From an optimization exercise on the open Yosys and OpenROAD flow, aimed at small area and few clock cycles per item; shortcuts taken in it are not production practice.
Function was checked by simulation only, so behaviour that the tests miss may differ from the original.
No activity file was given, so power comes from the tool's default toggle rates.

==> flow/design.v, too long to show whole: its modules and the start of the top module <==
// module mac: 199 lines
// module mac2: 509 lines
// module compare: 31 lines
// module signal_control: 50 lines
// module neural_network: 58 lines
module neural_network(clk,rst,in_valid,in_ready,in_pixel,in_weights,done,result,score);
  // ...
==> flow/flow/run.sh <==
#!/bin/bash
# Standard layout, with one extra step between synthesis and floorplan:
# flow/polopt.py removes the inverters Yosys leaves between full adders by
# choosing, per full adder, whether it works on complemented signals (a full
# adder is self-dual), and adds back one inverter per signal that still needs
# both polarities. Registers and ports are untouched; the netlist stays
# equivalent. Port buffers use the smallest buffer cell. Every tool writes
# its full output to a log in this folder.
set -euo pipefail
R=orfs/results/${FLOW_PLATFORM}/neural_network/base
bash standard.sh synth > synth.log 2>&1
cp $R/1_2_yosys.v 1_2_yosys.standard.v
python3 flow/polopt.py 1_2_yosys.standard.v $R/1_2_yosys.v > polopt.log 2>&1
rm -f $R/1_synth.odb $R/1_synth.sdc
bash standard.sh finish "BUFFER_PORTS_ARGS=-buffer_cell sky130_fd_sc_hd__buf_1" > finish.log 2>&1
==> flow/standard.sh <==
#!/bin/bash
# synth_recipe.tcl (not shown) runs the flow's synth.tcl, then flattens the netlist and writes it again
# the make line also repeats each setting of config.mk as NAME=value (left out here)
make -C /OpenROAD-flow-scripts/flow DESIGN_CONFIG=/design/flow/config.mk WORK_HOME=/design/flow/orfs CLKGATE_MAP_FILE= SYNTH_SCRIPT=/design/flow/synth_recipe.tcl "${@:-finish}"
==> flow/config.mk <==
export PLATFORM = sky130hd
export DESIGN_NAME = neural_network
export DESIGN_NICKNAME = neural_network
export VERILOG_FILES = /design/flow/design.v
export SDC_FILE = /design/flow/constraint.sdc
export NUM_CORES = 4
export LEC_CHECK = 0
export ABC_AREA = 1
export CAP_MARGIN = 20
export CORE_MARGIN = 2
export CORE_UTILIZATION = 60
export CTS_BUF_LIST = sky130_fd_sc_hd__clkbuf_8 sky130_fd_sc_hd__clkbuf_16
export CTS_CLUSTER_DIAMETER = 60
export CTS_CLUSTER_SIZE = 30
export PLACE_DENSITY = 0.7
export SLEW_MARGIN = 20
==> flow/constraint.sdc <==
create_clock -name core_clock -period 25.0 [get_ports {clk}]
set_input_delay 5.0000 -clock core_clock [delete_from_list [all_inputs] [get_ports {clk}]]
set_output_delay 5.0000 -clock core_clock [all_outputs]
set_load 0.01 [all_outputs]
Not shown: flow/flow/polopt.py
==> run summary, run 1 <==
The flow ran to the end and the layout has no timing, DRC or antenna violations. The final net count is 10800. The number of hold buffers added after cts is 0.

The count of final max-slew check failures came out at 0. The part of the power in the clock network is 0.200. In the final layout, the share of cells above drive strength 1 is 0.0407. Ranked by power, first place goes to combinational cells. Summed over all nets, the half-perimeter wirelength after detailed placement is 200 mm.

The worst path needs 20130 ps of the cycle, external delays included. After detailed routing, the average wire length per cell comes to 25.0 µm. Synthesis produced a netlist whose cell count is 8097. Across the run, the number of max-cap violations was 0. Leaving out fill and tap cells, the most frequent cell in the layout is sky130_fd_sc_hd__fa_1. The initial antenna violation count is 22. Counting along the longest clock path gives a buffer depth of 3.

The later-pin clock latency in the skew report came out at 760 ps. The end point of the worst hold path is ring[150]$_DFF_P_. More flip-flops sit in one register than any other, and that register is l1.neu.acc. The critical path data required time is 25690 ps. The level count of the clock H-tree came out at 3. The top fanout value on the critical path is 30. The setup TNS after final layout is 0 ps.

Setup repair after global routing left no endpoint under its margin. In this run the critical register-to-register path is launched from ctl.cnt[0]$_SDFFE_PP0P_. Grouping stages by cell kind, the critical path spends the most delay in adder cells. The TritonCTS sink count is 813. The global-route track usage on met2 came out at 0.583. The iteration-0 DRC count of the detailed router came out at 5551. The slew of the pin with the lowest slew margin came out at 1190 ps.

The congestion estimate from routability-driven global placement came to 0.998. The leakage power total is 42.6 nW. The all-layer global routing usage is 0.376.
Testbench counts, summed over its fixed seeds: cycles 21,448, items 24.
==> module neural_network, before the edit <==
module neural_network(clk,rst,in_valid,in_ready,in_pixel,in_weights,done,result,score);
input clk,rst,in_valid;
output in_ready;
input [7:0]in_pixel;
input [199:0]in_weights;
output done;
output [3:0]result;
output [24:0]score;
wire [9:0] cnt;
wire [2:0] pos;
wire l1_clr,l1_en,l2_act,l2_first,l2_bias,cmp_first,cmp_act;
signal_control ctl(clk,rst,in_valid,in_ready,cnt,pos,l1_clr,l1_en,l2_act,l2_first,l2_bias,
  cmp_first,cmp_act,done);
wire [7:0] pe=l1_clr?8'd1:(l1_en?in_pixel:8'd0);
wire [24:0] acc [0:19];
genvar g;
generate
for(g=0;g<20;g=g+1) begin : l1
mac neu(clk,l1_clr,pe,in_weights[10*g+9:10*g],acc[g]);
end
endgenerate
reg [15:0] psum;
wire [15:0] pbase=l1_clr?16'd0:psum;
wire [16:0] pc;
assign pc[0]=1'b0;
generate
for(g=0;g<16;g=g+1) begin : pacc
wire pb=(g<8)?pe[g]:1'b0;
assign pc[g+1]=(pbase[g]&pb)|(pc[g]&(pbase[g]^pb));
end
endgenerate
always@(posedge clk)
psum<=pbase^{8'd0,pe}^pc[15:0];
wire [9:0] jw=cnt-10'd785;
wire [24:0] asel=acc[jw[4:0]];
wire [24:0] hid={asel[24:9]-psum,asel[8:0]};
wire [23:0] h=l2_bias?24'd512:((l2_act&&!hid[24])?hid[23:0]:24'd0);
reg [249:0] ring;
wire [24:0] u0,u1;
wire [24:0] base0=l2_first?25'd0:ring[24:0];
wire [24:0] base1=l2_first?25'd0:ring[49:25];
reg [9:0] w0,w1;
always@(*)
begin
case(pos)
3'd0: begin w0=in_weights[9:0]; w1=in_weights[19:10]; end
3'd1: begin w0=in_weights[29:20]; w1=in_weights[39:30]; end
3'd2: begin w0=in_weights[49:40]; w1=in_weights[59:50]; end
3'd3: begin w0=in_weights[69:60]; w1=in_weights[79:70]; end
default: begin w0=in_weights[89:80]; w1=in_weights[99:90]; end
endcase
end
mac2 un0(h,w0,base0,u0);
mac2 un1(h,w1,base1,u1);
always@(posedge clk)
ring<={u1,u0,ring[249:50]};
compare cmp(clk,cmp_act,cmp_first,pos,ring[24:0],ring[49:25],result,score);
endmodule
==> inputs of run 2 (changes only) <==
--- a/flow/design.v
+++ b/flow/design.v
@@ -810,16 +810,16 @@
 endgenerate
 reg [15:0] psum;
 wire [15:0] pbase=l1_clr?16'd0:psum;
+wire [15:0] pex={8'd0,pe};
 wire [16:0] pc;
 assign pc[0]=1'b0;
 generate
 for(g=0;g<16;g=g+1) begin : pacc
-wire pb=(g<8)?pe[g]:1'b0;
-assign pc[g+1]=(pbase[g]&pb)|(pc[g]&(pbase[g]^pb));
+assign pc[g+1]=(pbase[g]&pex[g])|(pc[g]&(pbase[g]^pex[g]));
 end
 endgenerate
 always@(posedge clk)
-psum<=pbase^{8'd0,pe}^pc[15:0];
+psum<=pbase^pex^pc[15:0];
 wire [9:0] jw=cnt-10'd785;
 wire [24:0] asel=acc[jw[4:0]];
 wire [24:0] hid={asel[24:9]-psum,asel[8:0]};
==> flow/flow/run.sh (replaced) <==
#!/bin/bash
# Standard layout, with one extra step between synthesis and floorplan:
# flow/polopt.py removes the inverters Yosys leaves around full and half adders.
# A full adder is self-dual, so each one may work on complemented signals; a
# half adder may become an XOR/XNOR plus a NAND/NOR/AND/OR gate; gates may be
# swapped for their complement, or for a form with one inverted input. One
# inverter is added back for each signal that still needs both polarities.
# Registers and ports are untouched and the netlist stays equivalent.
# Port buffers use the smallest buffer cell. Every tool writes its full
# output to a log in this folder.
set -euo pipefail
R=orfs/results/${FLOW_PLATFORM}/neural_network/base
bash standard.sh synth > synth.log 2>&1
cp $R/1_2_yosys.v 1_2_yosys.standard.v
python3 flow/polopt.py 1_2_yosys.standard.v $R/1_2_yosys.v > polopt.log 2>&1
rm -f $R/1_synth.odb $R/1_synth.sdc
bash standard.sh finish "BUFFER_PORTS_ARGS=-buffer_cell sky130_fd_sc_hd__buf_1" > finish.log 2>&1
--- a/flow/flow/polopt.py
+++ b/flow/flow/polopt.py
@@ -3,11 +3,13 @@
 
 Full adders are self-dual: FA(~a,~b,~c) = (~sum, ~cout). Yosys's adder
 extraction leaves many inverters between full adders. This pass removes all
-inverters and buffers that drive internal nets, chooses for every full adder
-(and maj3) whether it works on complemented signals, swaps gates for their
-complement (and2 <-> nand2 ...) where that saves area, and adds back one
-inverter per signal that still needs its other polarity. Registers, ports and
-every cell's function are kept; the netlist stays equivalent.
+inverters that drive internal nets, chooses for every full adder, maj3 and
+buffer whether it works on complemented signals (2-colouring the adder trees,
+then local moves and annealing), lets a half adder become XOR/XNOR plus a
+NAND/NOR/AND/OR gate, swaps gates for their complement (and2 <-> nand2 ...)
+or for a form with an inverted input (nor2 <-> nor2b ...) where that saves
+area, and adds back one inverter per signal that still needs its other
+polarity. Registers and ports are kept; the netlist stays equivalent.
 
 usage: polopt.py in.v out.v
 """
@@ -342,10 +344,55 @@
     newwires = []
     counter = [0]
     invnet = {}
+    ABSORB = {("nor2", "A"): ("nor2b", {"A": "B_N", "B": "A"}), ("nor2", "B"): ("nor2b", {"B": "B_N"}),
+              ("nand2", "A"): ("nand2b", {"A": "A_N"}), ("nand2", "B"): ("nand2b", {"B": "A_N", "A": "B"}),
+              ("and2", "A"): ("and2b", {"A": "A_N"}), ("and2", "B"): ("and2b", {"B": "A_N", "A": "B"}),
+              ("or2", "A"): ("or2b", {"A": "B_N", "B": "A"}), ("or2", "B"): ("or2b", {"B": "B_N"}),
+              ("nor2b", "B_N"): ("nor2", {"B_N": "B"}), ("nand2b", "A_N"): ("nand2", {"A_N": "A"}),
+              ("and2b", "A_N"): ("and2", {"A_N": "A"}), ("or2b", "B_N"): ("or2", {"B_N": "B"})}
+    modified = set()
+    def absorb_option(cj, pi):
+        """(new type, renames, area delta) to take an inverted input at pin pi, or None"""
+        if kind[cj] != FIX or cj in modified or cj in removable:
+            return None
+        t = cells[cj]["type"]
+        b, size = split_type(t)
+        key = (b, cells[cj]["pins"][pi][0])
+        if key not in ABSORB:
+            return None
+        nb, ren = ABSORB[key]
+        nt = nb + "_" + size if (nb + "_" + size) in AREA else nb + "_1"
+        if nt not in AREA:
+            return None
+        return nt, ren, AREA[nt] - AREA[t]
+    absorbed = [0]
     def connect(r, ph):
+        inv_need = []
         for cj, pi, par in refs.get(r, ()):
             q = par ^ ph ^ (flip[cj] if kind[cj] else 0)
             if q:
+                inv_need.append((cj, pi))
+            else:
+                cells[cj]["pins"][pi][1] = r
+        if not inv_need:
+            return
+        opts = [absorb_option(cj, pi) for cj, pi in inv_need]
+        if all(o is not None for o in opts) and len(set(cj for cj, pi in inv_need)) == len(inv_need) \
+                and sum(o[2] for o in opts) < INV:
+            take = [True] * len(inv_need)
+        else:
+            take = [o is not None and o[2] < 0 for o in opts]
+        for (cj, pi), o, tk in zip(inv_need, opts, take):
+            if tk and cj not in modified:
+                nt, ren, d = o
+                modified.add(cj)
+                cells[cj]["type"] = nt
+                for pp in cells[cj]["pins"]:
+                    if pp[0] in ren:
+                        pp[0] = ren[pp[0]]
+                cells[cj]["pins"][pi][1] = r
+                absorbed[0] += 1
+            else:
                 if r not in invnet:
                     counter[0] += 1
                     w = "_polinv_%d_" % counter[0]
@@ -354,8 +401,7 @@
                     newcells.append({"type": "inv_1", "name": "_polinvc_%d_" % counter[0],
                                      "pins": [["A", r], ["Y", w]]})
                 cells[cj]["pins"][pi][1] = invnet[r]
-            else:
-                cells[cj]["pins"][pi][1] = r
+    phases = {}
     for r in refs:
         if r in ha_driven:
             continue
@@ -368,6 +414,8 @@
             for pp in c["pins"]:
                 if pp[0] in OUT_PINS:
                     pp[0] = OUTPIN[new_t][0]
+        phases[r] = ph
+    for r, ph in phases.items():
         connect(r, ph)
     ha_plan = {}
     for h in ha_out:
@@ -409,7 +457,7 @@
     out.append(tail)
     open(dst, "w").write("\n".join(out))
     sys.stderr.write("removed %d inverters; added %d; flipped %d cells; decomposed %d half adders; "
-                     "cost before %.1f after %.1f\n" % (len(removable), counter[0], sum(flip), len(dropped), before, after))
+                     "cost before %.1f after %.1f; %d inverted inputs absorbed\n" % (len(removable), counter[0], sum(flip), len(dropped), before, after, absorbed[0]))
 
 if __name__ == "__main__":
     main()
--- a/flow/config.mk
+++ b/flow/config.mk
@@ -8,9 +8,9 @@
 export ABC_AREA = 1
 export CAP_MARGIN = 20
 export CORE_MARGIN = 2
-export CORE_UTILIZATION = 60
+export CORE_UTILIZATION = 65
 export CTS_BUF_LIST = sky130_fd_sc_hd__clkbuf_8 sky130_fd_sc_hd__clkbuf_16
 export CTS_CLUSTER_DIAMETER = 60
 export CTS_CLUSTER_SIZE = 30
-export PLACE_DENSITY = 0.7
+export PLACE_DENSITY = 0.75
 export SLEW_MARGIN = 20
==> run 2 against run 1 <==
Effect of this change:
- highest routed layer unchanged
- setup slack got worse by 500 ps
- sequential share of layout area increased by 0.12 points
- still clean
- critical path type unchanged
- via count increased by 1.2%
==> run summary, run 2 <==
Result of the run: no timing/DRC/antenna violations (unchanged). The netlist area before placement came to 82800 µm² (was 83000 µm²). The switching share of power came out at 0.463 (was 0.456). The area of combinational cells with multiple inputs was 62300 µm² (was 61900 µm²). The worst setup path category was flop to flop (unchanged). The initial antenna violation count is 25 (was 22). The achievable frequency came out at 48.5 MHz (was 49.7 MHz).

The area of the die is 130000 µm² (was 141000 µm²). The detailed-route via count came out at 60000 (was 59200). The port buffer count came out at 240 (unchanged). The worst-path cell with the longest stage delay is sky130_fd_sc_hd__nor2_1 (unchanged). The hold path startpoint is ring[130]$_DFF_P_ (was ring[200]$_DFF_P_).

The most numerous cell on the critical path was sky130_fd_sc_hd__fa_1 (unchanged). The library cell used as clock root buffer was sky130_fd_sc_hd__clkbuf_16 (unchanged). The launch point of the worst reg-to-reg path is ctl.cnt[0]$_SDFFE_PP0P_ (unchanged). The vias per cell is 6.13 (was 5.88). The number of post-CTS setup repair buffers came out at 0 (unchanged). The number of rows created at floorplan is 130 (was 136).

The routability-driven placement congestion ratio came to 1.02 (was 0.998). The non-filler instance count after layout came out at 9785 (was 10100). The worst reg2reg path endpoint was ring[248]$_DFF_P_ (was ring[249]$_DFF_P_). The kind of end point of the critical path is a flop (unchanged). The horizontal extent of the die came out at 361 µm (was 376 µm). The iteration-0 DRC count of the detailed router is 6174 (was 5551). The first-pass GRT wire length came out at 404 mm (was 395 mm).

The core area came out at 126000 µm² (was 137000 µm²). The number of DRC violations after detailed routing came to 0 (unchanged). The CTS tree is done (unchanged). The final clock period utilization by the worst path came out at 0.825 (was 0.805). The average wire length per cell after detail routing came out at 26.6 µm (was 25.0 µm). The total placed cells including tap cells came out at 9597 (was 9893). The maximum number of pins on one net before global-route repair is 144 (was 146).

The share of total power in sequential cells is 0.257 (was 0.254). Largest registers ranked by flip-flop count: l1.neu.acc x500, ring x250, cmp.max_value_out x24 (unchanged). The worst-case headroom to the max-slew limit came to 0.280 (was 0.207). The power per cell area came out at 86.8 nW/µm² (was 86.3 nW/µm²). The setup TNS after final layout was 0 ps (unchanged). The startpoint type of the worst setup path was a flop (unchanged).

The worst path setup slack after routing is 4360 ps (was 4870 ps). The logic depth of the worst register-to-register path came out at 80 (was 75). The maximum vdd drop came to 0.0636 mV (was 0.0653 mV).

The I/O pin total was 242 (unchanged). The power consumption is 0.00771 W (about the same). The number of cells produced by synthesis came to 7971 (was 8097). The end point of the worst hold path is ring[80]$_DFF_P_ (was ring[150]$_DFF_P_).

The detailed-router iteration count before antenna repair came out at 6 (unchanged). The fraction of final layout cells with drive strength greater than 1 is 0.0393 (was 0.0407). The later-pin clock latency in the skew report came out at 760 ps (about the same). The final standard cell utilization of the core came out at 0.704 (was 0.650). The via count of the first global-routing pass is 66000 (was 65600).

Unrepaired setup endpoints after global routing: false (unchanged). The number of flip-flops in the largest register is 500 (unchanged). The top fanout value on the critical path came out at 23 (was 30). The fill cell total of the finished layout came out at 9254 (was 11000). The hold path depth is 0 (unchanged). The global-route congestion overflow total is 0 (unchanged). The combinational fraction of design power was 0.546 (about the same). The maximum clock skew at final layout is 59.7 ps (was 67.4 ps).

The HPWL after detailed placement is 202 mm (was 200 mm). The number of gates given a new drive strength after cts came out at 0 (unchanged). The number of hold buffers added after cts came out at 0 (unchanged). The hold violation total from the final report is 0 (unchanged). The initial standard-cell utilization of the core came to 0.657 (was 0.604).

The worst reg-to-reg setup slack was 4360 ps (was 4870 ps). The critical path arrival is 21250 ps (was 20820 ps). The path category of the worst min-delay check is flop to flop (unchanged). The slew of the pin with the lowest slew margin came out at 1080 ps (was 1190 ps).

The part of the power in the clock network is 0.197 (was 0.200). The leading cell type in the layout, fill and taps excluded is sky130_fd_sc_hd__fa_1 (unchanged). The internal cell power was 0.00414 W (was 0.00419 W). The total number of yosys warnings is 4 (unchanged). The area growth from synthesis to final layout came out at 7.17% (was 7.59%).

The TritonCTS sink count came out at 813 (unchanged). Most used cells in the layout excluding fill and tap cells: sky130_fd_sc_hd__fa_1 (2048), sky130_fd_sc_hd__nor2_1 (1921), sky130_fd_sc_hd__dfxtp_1 (785) (was sky130_fd_sc_hd__fa_1 (2048), sky130_fd_sc_hd__nor2_1 (2042), sky130_fd_sc_hd__inv_1 (892)). The switching power is 0.00357 W (was 0.00351 W). The final count of negative-setup-slack endpoints is 0 (unchanged). The all-layer global routing usage came out at 0.419 (was 0.376). The worst setup slack before clock tree synthesis came to 4640 ps (was 5090 ps). The count of final max-slew check failures is 0 (unchanged). The register with the highest flop count was l1.neu.acc (unchanged).

The antenna violation net count after detailed routing is 0 (unchanged). The leakage power total came out at 42.2 nW (was 42.6 nW). The maximum clock insertion buffer count came to 3 (unchanged). The critical path data required time is 25620 ps (was 25690 ps). The final net count was 10600 (was 10800).

The number of nets produced by synthesis is 10600 (was 10700). The sequential cell area in the final layout is 16600 µm² (unchanged). The average cell area after synthesis came out at 10.4 µm² (was 10.3 µm²).

The minimum clock period after layout is 20640 ps (was 20130 ps). The level count of the clock H-tree is 3 (unchanged). The height of the die is 361 µm (was 376 µm). The clock buffer count from CTS is 90 (was 94). The highest cell delay on the worst timing path came out at 610 ps (was 760 ps). The total of max-cap violations came out at 0 (unchanged). The overall routed net length came out at 260 mm (was 252 mm). The clock slew at the register clock pins of the worst setup and hold paths was 90 ps (about the same).
run 2: area by class of cell:
type / instances / area share
timing repair buffer: 326 / 0.0180
inverter: 719 / 0.0305
tap: 1650 / 0.0233
clock buffer: 94 / 0.0261
sequential: 813 / 0.187
multi-input combinational: 6089 / 0.702
antenna: 20 / 0.000564
clock inverter: 74 / 0.0127
run 2: layer usage:
layer,track usage,part of all wire,up-vias
met1,0.557,0.36,30900
met4,0.221,0.065,18
met3,0.122,0.12,850
met5,0,0.00048,-
li1,-,-,24400
met2,0.632,0.45,3798
run 2: critical path: cells and delay by family (launching register included):
family                     cells  cell delay [ps]
buffers and inverters          9             2570
and+or+nand+nor               30             3950
adders and majority gates     29            11760
xor gates and xnor gates       2              340
DFF                            1              360
AOI/OAI and AO/OA             10             1520
run 2: through the flow:
stage	cell area (µm²)	hold WS, ps
after floorplan	82800	310
after global placement	85200	310
after detailed placement	85300	312
after CTS	88700	313
after global routing	88700	315
final	88800	309
run 2: worst max path at each step:
stage	from	end	slack [ps]	depth (start not counted)
after global routing	ctl.cnt[0]$_SDFFE_PP0P_	ring[249]$_DFF_P_	2830	82
after detailed placement	ctl.cnt[0]$_SDFFE_PP0P_	ring[248]$_DFF_P_	4640	80
after CTS	ctl.cnt[0]$_SDFFE_PP0P_	ring[248]$_DFF_P_	4530	80
final	ctl.cnt[0]$_SDFFE_PP0P_	ring[248]$_DFF_P_	4360	80
after floorplan	in_valid	ring[248]$_DFF_P_	6370	50
after global placement	ctl.cnt[0]$_SDFFE_PP0P_	ring[248]$_DFF_P_	4920	80
run 2: power groups by stage:
stage / sequential, W / clock, W / combinational, W
detailed placement: 0.00198 / 0 / 0.00415
global route: 0.00200 / 0.00157 / 0.00478
floorplan: 0.00183 / 0 / 0.00293
CTS: 0.00196 / 0.00152 / 0.00419
finish: 0.00198 / 0.00152 / 0.00421
global placement: 0.00199 / 0 / 0.00397
Testbench counts of run 2, summed over its fixed seeds: cycles 21,448, items 24.
==> inputs of run 3 (changes only) <==
--- a/flow/config.mk
+++ b/flow/config.mk
@@ -10,7 +10,7 @@
 export CORE_MARGIN = 2
 export CORE_UTILIZATION = 65
 export CTS_BUF_LIST = sky130_fd_sc_hd__clkbuf_8 sky130_fd_sc_hd__clkbuf_16
-export CTS_CLUSTER_DIAMETER = 60
+export CTS_CLUSTER_DIAMETER = 80
 export CTS_CLUSTER_SIZE = 30
 export PLACE_DENSITY = 0.75
 export SLEW_MARGIN = 20
==> run 3 against run 2 <==
Effect of this change:
- routed wire length fell by 0.53%
- synthesized cell count unchanged
- cell count decreased by 0.71%
- flip-flop and latch count unchanged
- non-clock buffer count stayed put
- final area down 1.4%
- power is 5.1% lower
- first-iteration DRC count is 2.3% lower
- global-route usage down 0.21 points
- critical path type unchanged
- critical endpoint unchanged
- largest cell class unchanged
- highest routed layer unchanged
==> run summary, run 3 <==
The global-route congestion overflow total was 0 (unchanged). The top fanout value on the critical path came out at 23 (unchanged). The later-pin clock latency in the skew report is 740 ps (was 760 ps). The all-layer global routing usage came out at 0.417 (was 0.419).

The final count of negative-setup-slack endpoints is 0 (unchanged). The critical path data required time came out at 25610 ps (was 25620 ps). The total of max-cap violations is 0 (unchanged).

The maximum vdd drop came out at 0.0533 mV (was 0.0636 mV). The first-pass GRT wire length was 402 mm (was 404 mm). The number of post-CTS setup repair buffers is 0 (unchanged). The I/O pin total came out at 242 (unchanged). The number of hold buffers added after cts came out at 0 (unchanged). The port buffer count came out at 240 (unchanged).

The average cell area after synthesis was 10.4 µm² (unchanged). The final net count is 10600 (about the same). The worst path setup slack after routing came out at 4400 ps (was 4360 ps). The hold violation total from the final report came out at 0 (unchanged). The final clock period utilization by the worst path is 0.824 (was 0.825). The number of DRC violations after detailed routing is 0 (unchanged). The area of combinational cells with multiple inputs is 62300 µm² (unchanged).

The worst setup slack before clock tree synthesis came out at 4640 ps (unchanged). The number of flip-flops in the largest register was 500 (unchanged). The core area came out at 126000 µm² (unchanged). The antenna violation net count after detailed routing came to 0 (unchanged). The HPWL after detailed placement is 202 mm (unchanged).

The highest cell delay on the worst timing path came out at 690 ps (was 610 ps). The worst setup path category is flop to flop (unchanged). The area of the die came to 130000 µm² (unchanged). The power consumption came out at 0.00731 W (was 0.00771 W). The horizontal extent of the die is 361 µm (unchanged).

The maximum number of pins on one net before global-route repair is 144 (unchanged). The register with the highest flop count is l1.neu.acc (unchanged). The TritonCTS sink count came out at 813 (unchanged). The CTS tree was done (unchanged). The worst-path cell with the longest stage delay is sky130_fd_sc_hd__nor2_1 (unchanged). The number of gates given a new drive strength after cts was 0 (unchanged). The minimum clock period after layout was 20600 ps (was 20640 ps). The overall routed net length came to 258 mm (was 260 mm). The total number of yosys warnings is 4 (unchanged).

The worst-case headroom to the max-slew limit is 0.224 (was 0.280). The average wire length per cell after detail routing came out at 26.6 µm (about the same). The level count of the clock H-tree came to 2 (was 3).

The clock buffer count from CTS is 55 (was 90). The iteration-0 DRC count of the detailed router is 6029 (was 6174). The achievable frequency is 48.5 MHz (about the same).

The power per cell area is 83.6 nW/µm² (was 86.8 nW/µm²). The detailed-router iteration count before antenna repair came out at 6 (unchanged). The slew of the pin with the lowest slew margin is 1160 ps (was 1080 ps). The via count of the first global-routing pass came out at 65600 (was 66000).

The worst reg-to-reg setup slack came out at 4400 ps (was 4360 ps). Result of the run: no timing/DRC/antenna violations (unchanged). The vias per cell is 6.13 (about the same).

The setup TNS after final layout is 0 ps (unchanged). The final standard cell utilization of the core is 0.694 (was 0.704). Most used cells in the layout excluding fill and tap cells: sky130_fd_sc_hd__fa_1 (2048), sky130_fd_sc_hd__nor2_1 (1921), sky130_fd_sc_hd__dfxtp_1 (785) (unchanged).

The detailed-route via count came out at 59600 (was 60000). The leakage power total came out at 41.7 nW (was 42.2 nW). The library cell used as clock root buffer is sky130_fd_sc_hd__clkbuf_16 (unchanged).

The netlist area before placement was 82800 µm² (unchanged). The routability-driven placement congestion ratio is 1.02 (unchanged). The worst hold-check slack came out at 311 ps (was 309 ps).

The initial standard-cell utilization of the core is 0.657 (unchanged). The critical path arrival came out at 21210 ps (was 21250 ps). The most numerous cell on the critical path is sky130_fd_sc_hd__fa_1 (unchanged). The number of cells produced by synthesis came to 7971 (unchanged). The maximum clock insertion buffer count was 3 (unchanged). The initial antenna violation count is 31 (was 25). The fraction of final layout cells with drive strength greater than 1 came to 0.0314 (was 0.0393). The sequential cell area in the final layout is 16600 µm² (unchanged). The kind of end point of the critical path is a flop (unchanged).

The number of rows created at floorplan came to 130 (unchanged). The height of the die is 361 µm (unchanged). The area growth from synthesis to final layout came out at 5.65% (was 7.17%). Unrepaired setup endpoints after global routing: false (unchanged). Largest registers ranked by flip-flop count: l1.neu.acc x500, ring x250, cmp.max_value_out x24 (unchanged). The number of nets produced by synthesis is 10600 (unchanged). The clock slew at the register clock pins of the worst setup and hold paths is 110 ps (was 90 ps). The maximum clock skew at final layout came out at 47.4 ps (was 59.7 ps). The startpoint type of the worst setup path is a flop (unchanged). The path category of the worst min-delay check is flop to flop (unchanged).

The leading cell type in the layout, fill and taps excluded is sky130_fd_sc_hd__fa_1 (unchanged). The count of final max-slew check failures was 0 (unchanged). The fill cell total of the finished layout came out at 9385 (was 9254).
==> run 3: layout make-up <==
cell class	instances	share of cell area
Multi-Input combinational cell	6089	0.712
Clock inverter	46	0.00874
Timing Repair Buffer	326	0.0182
Antenna cell	15	0.000429
Inverter	719	0.0309
Clock buffer	58	0.0165
Tap cell	1650	0.0236
Sequential cell	813	0.189
==> run 3: power breakdown <==
group / internal, W / switching (W) / leakage (nW)
registers: 0.00172 / 0.000261 / 6.75
clock network: 0.000491 / 0.000641 / 1.07
logic: 0.00164 / 0.00256 / 33.8
==> run 3: through the flow <==
| stage | instances | area, µm² |
|---|---|---|
| after floorplan | 7971 | 82800 |
| after global placement | 9597 | 85200 |
| after detailed placement | 9597 | 85300 |
| after CTS | 9701 | 87500 |
| after global routing | 9712 | 87500 |
| final | 9716 | 87500 |
==> run 3: metal layers <==
metal | vias to the layer above | GRT usage | part of all wire
li1 | 24300 | - | -
met1 | 30600 | 0.550 | 0.36
met2 | 3749 | 0.624 | 0.45
met3 | 866 | 0.129 | 0.13
met4 | 28 | 0.228 | 0.067
met5 | - | 0 | 0.00076
==> run 3: worst paths after layout <==
path	start	to	depth (start not counted)
hold reg to reg	ring[211]$_DFF_P_	ring[161]$_DFF_P_	0
setup reg to reg	ctl.cnt[0]$_SDFFE_PP0P_	ring[248]$_DFF_P_	80
setup / recovery	ctl.cnt[0]$_SDFFE_PP0P_	ring[248]$_DFF_P_	80
hold / removal	ring[211]$_DFF_P_	ring[161]$_DFF_P_	0
==> run 3: worst max-delay path, delay by kind of cell (launching register included) <==
kind                       cells  cell delay (ps)
and+or+nand+nor               31             4230
adders and majority gates     29            11740
AOI/OAI and AO/OA              9             1230
DFF                            1              360
buffers and inverters          9             2600
xor gates and xnor gates       2              350
==> inputs of run 4 (changes only) <==
--- a/flow/config.mk
+++ b/flow/config.mk
@@ -10,7 +10,7 @@
 export CORE_MARGIN = 2
 export CORE_UTILIZATION = 65
 export CTS_BUF_LIST = sky130_fd_sc_hd__clkbuf_8 sky130_fd_sc_hd__clkbuf_16
-export CTS_CLUSTER_DIAMETER = 80
+export CTS_CLUSTER_DIAMETER = 70
 export CTS_CLUSTER_SIZE = 30
 export PLACE_DENSITY = 0.75
 export SLEW_MARGIN = 20
==> run 4 against run 3 <==
Effect of this change:
- still clean on timing, DRC and antenna
- combinational power hardly changed
- cell count is 0.27% higher
- sequential power hardly changed
- routed wire length is 0.30% higher
- synthesized cell count stayed put
- die area stayed put
- fmax is 0.21% higher
- first-iteration DRC count is 0.22% lower
- critical path type unchanged
- largest power group unchanged
==> run summary, run 4 <==
Result of the run: no timing/DRC/antenna violations (unchanged). The library cell used as clock root buffer is sky130_fd_sc_hd__clkbuf_16 (unchanged). The number of gates given a new drive strength after cts is 0 (unchanged). The antenna violation net count after detailed routing is 0 (unchanged). The setup TNS after final layout is 0 ps (unchanged). The final net count came to 10600 (about the same).

The path category of the worst min-delay check is flop to flop (unchanged). The critical path arrival is 21170 ps (was 21210 ps). The total placed instance area came out at 85300 µm² (unchanged). The number of post-CTS setup repair buffers is 0 (unchanged). The average wire length per cell after detail routing came out at 26.6 µm (about the same). The power per cell area came to 85.0 nW/µm² (was 83.6 nW/µm²).

The worst path setup slack after routing came out at 4440 ps (was 4400 ps). The hold violation total from the final report came to 0 (unchanged). Unrepaired setup endpoints after global routing: false (unchanged).

The level count of the clock H-tree came to 3 (was 2). The worst-path cell with the longest stage delay is sky130_fd_sc_hd__nor2_1 (unchanged). The number of flip-flops in the largest register came out at 500 (unchanged). Most used cells in the layout excluding fill and tap cells: sky130_fd_sc_hd__fa_1 (2048), sky130_fd_sc_hd__nor2_1 (1921), sky130_fd_sc_hd__dfxtp_1 (785) (unchanged). The minimum clock period after layout came out at 20560 ps (was 20600 ps). The achievable frequency came to 48.6 MHz (was 48.5 MHz).

The number of cells produced by synthesis is 7971 (unchanged). Largest registers ranked by flip-flop count: l1.neu.acc x500, ring x250, cmp.max_value_out x24 (unchanged). The top fanout value on the critical path is 23 (unchanged).

The initial antenna violation count is 26 (was 31). The height of the die came out at 361 µm (unchanged). The leading cell type in the layout, fill and taps excluded is sky130_fd_sc_hd__fa_1 (unchanged).

The register with the highest flop count was l1.neu.acc (unchanged). The startpoint type of the worst setup path is a flop (unchanged). The vias per cell came out at 6.13 (about the same).

The HPWL after detailed placement came out at 202 mm (unchanged). The fill cell total of the finished layout came to 9339 (was 9385). The iteration-0 DRC count of the detailed router came out at 6016 (was 6029). The kind of end point of the critical path is a flop (unchanged).

The global-route congestion overflow total came out at 0 (unchanged). The routability-driven placement congestion ratio was 1.02 (unchanged). The final instance area is 88000 µm² (was 87500 µm²). The number of DRC violations after detailed routing is 0 (unchanged). The total of max-cap violations came out at 0 (unchanged). The maximum number of pins on one net before global-route repair came out at 144 (unchanged). The final standard cell utilization of the core came to 0.698 (was 0.694).

The clock buffer count from CTS is 71 (was 55). The number of hold buffers added after cts was 0 (unchanged). The port buffer count is 240 (unchanged). The highest cell delay on the worst timing path came out at 610 ps (was 690 ps). The most numerous cell on the critical path is sky130_fd_sc_hd__fa_1 (unchanged). The maximum vdd drop is 0.0560 mV (was 0.0533 mV). The leakage power total is 41.9 nW (was 41.7 nW). The CTS tree was done (unchanged). The final count of negative-setup-slack endpoints is 0 (unchanged).

The total number of yosys warnings came out at 4 (unchanged). The area of the die came out at 130000 µm² (unchanged). The worst-case headroom to the max-slew limit is 0.237 (was 0.224).

The slew of the pin with the lowest slew margin is 1140 ps (was 1160 ps). The all-layer global routing usage is 0.418 (was 0.417). The number of rows created at floorplan is 130 (unchanged). The clock slew at the register clock pins of the worst setup and hold paths came out at 100 ps (was 110 ps). The initial standard-cell utilization of the core came out at 0.657 (unchanged).

The I/O pin total is 242 (unchanged). The number of nets produced by synthesis was 10600 (unchanged). The overall routed net length came to 259 mm (was 258 mm). The via count of the first global-routing pass was 65700 (was 65600).

The final clock period utilization by the worst path is 0.822 (was 0.824). The count of final max-slew check failures came out at 0 (unchanged). The horizontal extent of the die is 361 µm (unchanged). The detailed-route via count came out at 59800 (was 59600). The critical path's top delay family is adder cells (unchanged). The netlist area before placement came out at 82800 µm² (unchanged). The first-pass GRT wire length came to 402 mm (about the same). The maximum clock skew at final layout came to 56.7 ps (was 47.4 ps). The worst setup path category is flop to flop (unchanged).

The average cell area after synthesis is 10.4 µm² (unchanged). The later-pin clock latency in the skew report came out at 740 ps (about the same). The critical path data required time came out at 25620 ps (was 25610 ps).

The area growth from synthesis to final layout is 6.29% (was 5.65%). The maximum clock insertion buffer count is 3 (unchanged). The TritonCTS sink count is 813 (unchanged).

The worst setup slack before clock tree synthesis is 4640 ps (unchanged). The fraction of final layout cells with drive strength greater than 1 is 0.0355 (was 0.0314). The detailed-router iteration count before antenna repair came out at 7 (was 6). The core area came to 126000 µm² (unchanged). The buffer and inverter count on the worst path is 9 (unchanged).
-- run 4: path summary, 6_finish.rpt --
check	startpoint	to	slack, ps	cells past startpoint
worst max-delay path	ctl.cnt[0]$_SDFFE_PP0P_	ring[248]$_DFF_P_	4440	80
worst min-delay path	ring[230]$_DFF_P_	ring[180]$_DFF_P_	310	0
worst max register to register	ctl.cnt[0]$_SDFFE_PP0P_	ring[248]$_DFF_P_	4440	80
worst min register to register	ring[230]$_DFF_P_	ring[180]$_DFF_P_	310	0
-- run 4: where the power goes --
group          switching, W  internal (W)  leakage, nW
sequential         0.000262       0.00172         6.75
combinational       0.00256       0.00164         33.8
clock              0.000661      0.000632         1.30
-- run 4: layout make-up --
class                   count  area [µm²]  share of cell area
diodes                     13        32.5            0.000370
clock buffers              77        1880              0.0214
clock inverters            55         860             0.00976
inverters                 719        2700              0.0307
multi-input cells        6089       62300               0.708
flip-flops and latches    813       16600               0.188
well taps                1650        2060              0.0235
repair buffers            326        1600              0.0181
-- run 4: through the flow --
stage,instances,total power (W),hold slack [ps]
4_1_cts,9729,0.00745,311
3_5_place_dp,9597,0.00613,312
6_report,9742,0.00748,312
5_1_grt,9738,0.00811,318
2_1_floorplan,7971,0.00476,310
3_3_place_gp,9597,0.00596,310
-- run 4: worst register-to-register path: cells and delay by family (launching register included) --
family / cells / cell delay (ps)
xor gates and xnor gates: 2 / 350
AOI/OAI and AO/OA: 10 / 1530
DFF: 1 / 350
buffers and inverters: 9 / 2560
and+or+nand+nor: 30 / 3950
adders and majority gates: 29 / 11690
-- run 4: layer usage --
metal,vias to the layer above,global-route usage,part of all wire
li1,24400,-,-
met1,30700,0.553,0.36
met2,3761,0.628,0.44
met3,892,0.127,0.13
met4,26,0.222,0.068
met5,-,0,0.00057
==> inputs of run 5 (changes only) <==
--- a/flow/config.mk
+++ b/flow/config.mk
@@ -8,9 +8,9 @@
 export ABC_AREA = 1
 export CAP_MARGIN = 20
 export CORE_MARGIN = 2
-export CORE_UTILIZATION = 65
+export CORE_UTILIZATION = 70
 export CTS_BUF_LIST = sky130_fd_sc_hd__clkbuf_8 sky130_fd_sc_hd__clkbuf_16
 export CTS_CLUSTER_DIAMETER = 70
 export CTS_CLUSTER_SIZE = 30
-export PLACE_DENSITY = 0.75
+export PLACE_DENSITY = 0.8
 export SLEW_MARGIN = 20
==> run 5 against run 4 <==
Effect of this change:
- critical path depth down 1
- power is 1.1% lower
- still clean
- sequential power is essentially flat
- count of clock-buffer cells in the layout shrank 6
- utilization grew 4.4 points
==> run summary, run 5 <==
The leakage power total is 41.7 nW (was 41.9 nW). Most used cells in the layout excluding fill and tap cells: sky130_fd_sc_hd__fa_1 (2048), sky130_fd_sc_hd__nor2_1 (1921), sky130_fd_sc_hd__dfxtp_1 (785) (unchanged). The antenna violation net count after detailed routing came out at 0 (unchanged). The hold path depth came out at 0 (unchanged). The TritonCTS sink count is 813 (unchanged). The number of post-CTS setup repair buffers came out at 0 (unchanged). The number of rows created at floorplan came to 126 (was 130).

The setup TNS after final layout came out at 0 ps (unchanged). The initial standard-cell utilization of the core came to 0.703 (was 0.657). The number of hold buffers added after cts was 0 (unchanged). Result of the run: no timing/DRC/antenna violations (unchanged). The hold violation total from the final report is 0 (unchanged). The I/O pin total was 242 (unchanged). The register with the highest flop count is l1.neu.acc (unchanged). The total placed instance area came out at 85100 µm² (was 85300 µm²). The number of flip-flops in the largest register came to 500 (unchanged). The path category of the worst min-delay check is flop to flop (unchanged). The slew of the pin with the lowest slew margin came out at 1200 ps (was 1140 ps). The worst reg2reg path endpoint is ring[224]$_DFF_P_ (was ring[248]$_DFF_P_). The overall routed net length came out at 259 mm (about the same). The average cell area after synthesis is 10.4 µm² (unchanged). The clock buffer count from CTS is 66 (was 71). The CTS tree is done (unchanged). The launch point of the worst reg-to-reg path is ctl.cnt[0]$_SDFFE_PP0P_ (unchanged). The later-pin clock latency in the skew report is 690 ps (was 740 ps). The area growth from synthesis to final layout is 5.60% (was 6.29%). The final instance area came out at 87500 µm² (was 88000 µm²). The maximum clock skew at final layout is 59.8 ps (was 56.7 ps). The number of nets produced by synthesis came out at 10600 (unchanged). The area of combinational cells with multiple inputs was 62400 µm² (was 62300 µm²). The number of DRC violations after detailed routing came out at 0 (unchanged). The leading cell type in the layout, fill and taps excluded is sky130_fd_sc_hd__fa_1 (unchanged). Unrepaired setup endpoints after global routing: false (unchanged). The global-route congestion overflow total came to 0 (unchanged). The non-filler instance count after layout is 9618 (was 9742).

The final count of negative-setup-slack endpoints came out at 0 (unchanged). The final net count came out at 10600 (about the same). The level count of the clock H-tree is 3 (unchanged).

The kind of end point of the critical path is a flop (unchanged). The end point of the worst hold path is ring[154]$_DFF_P_ (was ring[180]$_DFF_P_). The critical path's top delay family is adder cells (unchanged). The power per cell area was 84.6 nW/µm² (was 85.0 nW/µm²). The logic depth of the worst register-to-register path came to 79 (was 80).

The area of the die came out at 121000 µm² (was 130000 µm²). The most numerous cell on the critical path was sky130_fd_sc_hd__fa_1 (unchanged). The critical path arrival came to 21060 ps (was 21170 ps).

The achievable frequency is 48.9 MHz (was 48.6 MHz). The top fanout value on the critical path came out at 23 (unchanged). The worst reg-to-reg setup slack is 4550 ps (was 4440 ps).

The critical path data required time is 25610 ps (was 25620 ps). The netlist area before placement came out at 82800 µm² (unchanged). The count of final max-slew check failures is 0 (unchanged). The fraction of final layout cells with drive strength greater than 1 came to 0.0325 (was 0.0355). The buffer and inverter count on the worst path is 10 (was 9).

The height of the die came out at 348 µm (was 361 µm). The critical path startpoint is ctl.cnt[0]$_SDFFE_PP0P_ (unchanged). The vias per cell is 6.26 (was 6.13).

The total of max-cap violations is 0 (unchanged). The total number of yosys warnings came out at 4 (unchanged). The minimum clock period after layout came to 20450 ps (was 20560 ps). The worst-path cell with the longest stage delay is sky130_fd_sc_hd__nor2_1 (unchanged). The iteration-0 DRC count of the detailed router came out at 6774 (was 6016). The hold path startpoint was ring[204]$_DFF_P_ (was ring[230]$_DFF_P_). The worst setup path category is flop to flop (unchanged). The initial antenna violation count is 43 (was 26). The via count of the first global-routing pass came out at 66200 (was 65700).

The fill cell total of the finished layout is 8074 (was 9339). The total placed cells including tap cells came out at 9480 (was 9597). The maximum number of pins on one net before global-route repair came out at 115 (was 144).

The core area came out at 118000 µm² (was 126000 µm²). The startpoint type of the worst setup path is a flop (unchanged). The library cell used as clock root buffer is sky130_fd_sc_hd__clkbuf_16 (unchanged). The sequential cell area in the final layout came out at 16600 µm² (unchanged). The all-layer global routing usage is 0.450 (was 0.418).

The HPWL after detailed placement is 203 mm (was 202 mm). Largest registers ranked by flip-flop count: l1.neu.acc x500, ring x250, cmp.max_value_out x24 (unchanged). The horizontal extent of the die came out at 348 µm (was 361 µm). The worst-case headroom to the max-slew limit came out at 0.193 (was 0.237). The detailed-route via count is 60200 (was 59800).

The maximum clock insertion buffer count came out at 3 (unchanged). The highest cell delay on the worst timing path is 660 ps (was 610 ps). The number of gates given a new drive strength after cts is 0 (unchanged). The detailed-router iteration count before antenna repair is 6 (was 7).

The average wire length per cell after detail routing came out at 26.9 µm (was 26.6 µm). The maximum vdd drop is 0.0600 mV (was 0.0560 mV). The port buffer count is 240 (unchanged). The final clock period utilization by the worst path came out at 0.818 (was 0.822). The routability-driven placement congestion ratio came out at 1.03 (was 1.02). The first-pass GRT wire length is 401 mm (was 402 mm).

The number of cells produced by synthesis came out at 7971 (unchanged). The clock slew at the register clock pins of the worst setup and hold paths came out at 100 ps (about the same).
-- run 5: cell type report --
| class | instances | area share |
|---|---|---|
| timing repair buffer | 323 | 0.0180 |
| clock inverter | 46 | 0.00629 |
| sequential | 813 | 0.189 |
| clock buffer | 71 | 0.0201 |
| antenna | 21 | 0.000601 |
| inverter | 719 | 0.0309 |
| tap | 1536 | 0.0220 |
| multi-input combinational | 6089 | 0.713 |
-- run 5: per-stage QoR --
stage	power [W]	hold slack [ps]	worst slack (ps)	util
finish	0.00740	315	4550	0.743
global route	0.00800	308	3280	0.742
CTS	0.00733	314	4830	0.742
detailed placement	0.00616	312	4820	0.723
global placement	0.00595	310	5260	0.723
floorplan	0.00476	310	6370	-
-- run 5: per-layer routing --
layer	GRT usage	vias up	routed length [µm]
met5	0	-	206
met4	0.269	28	19000
met3	0.136	1014	33600
met2	0.676	4132	116000
met1	0.583	30700	90100
li1	-	24400	-
-- run 5: power by group --
group / internal, W / switching [W] / total (W)
combinational: 0.00166 / 0.00260 / 0.00426
clock: 0.000568 / 0.000589 / 0.00116
sequential: 0.00172 / 0.000258 / 0.00198
total: 0.00395 / 0.00345 / 0.00740
-- run 5: worst max-delay path by stage --
stage | endpoint | cells past startpoint
after floorplan | ring[248]$_DFF_P_ | 50
after global placement | ring[248]$_DFF_P_ | 76
after detailed placement | ring[248]$_DFF_P_ | 76
after CTS | ring[224]$_DFF_P_ | 85
after global routing | ring[224]$_DFF_P_ | 85
final | ring[224]$_DFF_P_ | 79

-- what the ideal ports hide --
No port has a modelled driver above. Below, the same layouts with a new extraction and two added sets of constraints.
Step 1 (the two cells are an assumption about what drives the block):
set clk [get_ports {clk}]
set_driving_cell -lib_cell sky130_fd_sc_hd__clkbuf_16 $clk
set_driving_cell -lib_cell sky130_fd_sc_hd__buf_2 [delete_from_list [all_inputs] $clk]
Step 2, shift: input delay + t, output delay - t, t = (earliest + latest rising clock arrival at the registers) / 2. This alone moves slack from input paths to output paths.
Three values: no drivers, after step 1, after step 2; two values: the first two.
run | shift t [ns] | slack for setup (ns) | worst data-port slew with drivers (ns)
run 1 | 0.812 | 4.869 / 4.869 / 4.869 | 0.18
run 2 | 0.811 | 4.365 / 4.365 / 4.365 | 0.14
run 3 | 0.802 | 4.399 / 4.399 / 4.399 | 0.14
run 4 | 0.799 | 4.443 / 4.443 / 4.443 | 0.16
run 5 | 0.745 | 4.551 / 4.551 / 4.551 | 0.15
After both steps every run listed still meets setup and hold.
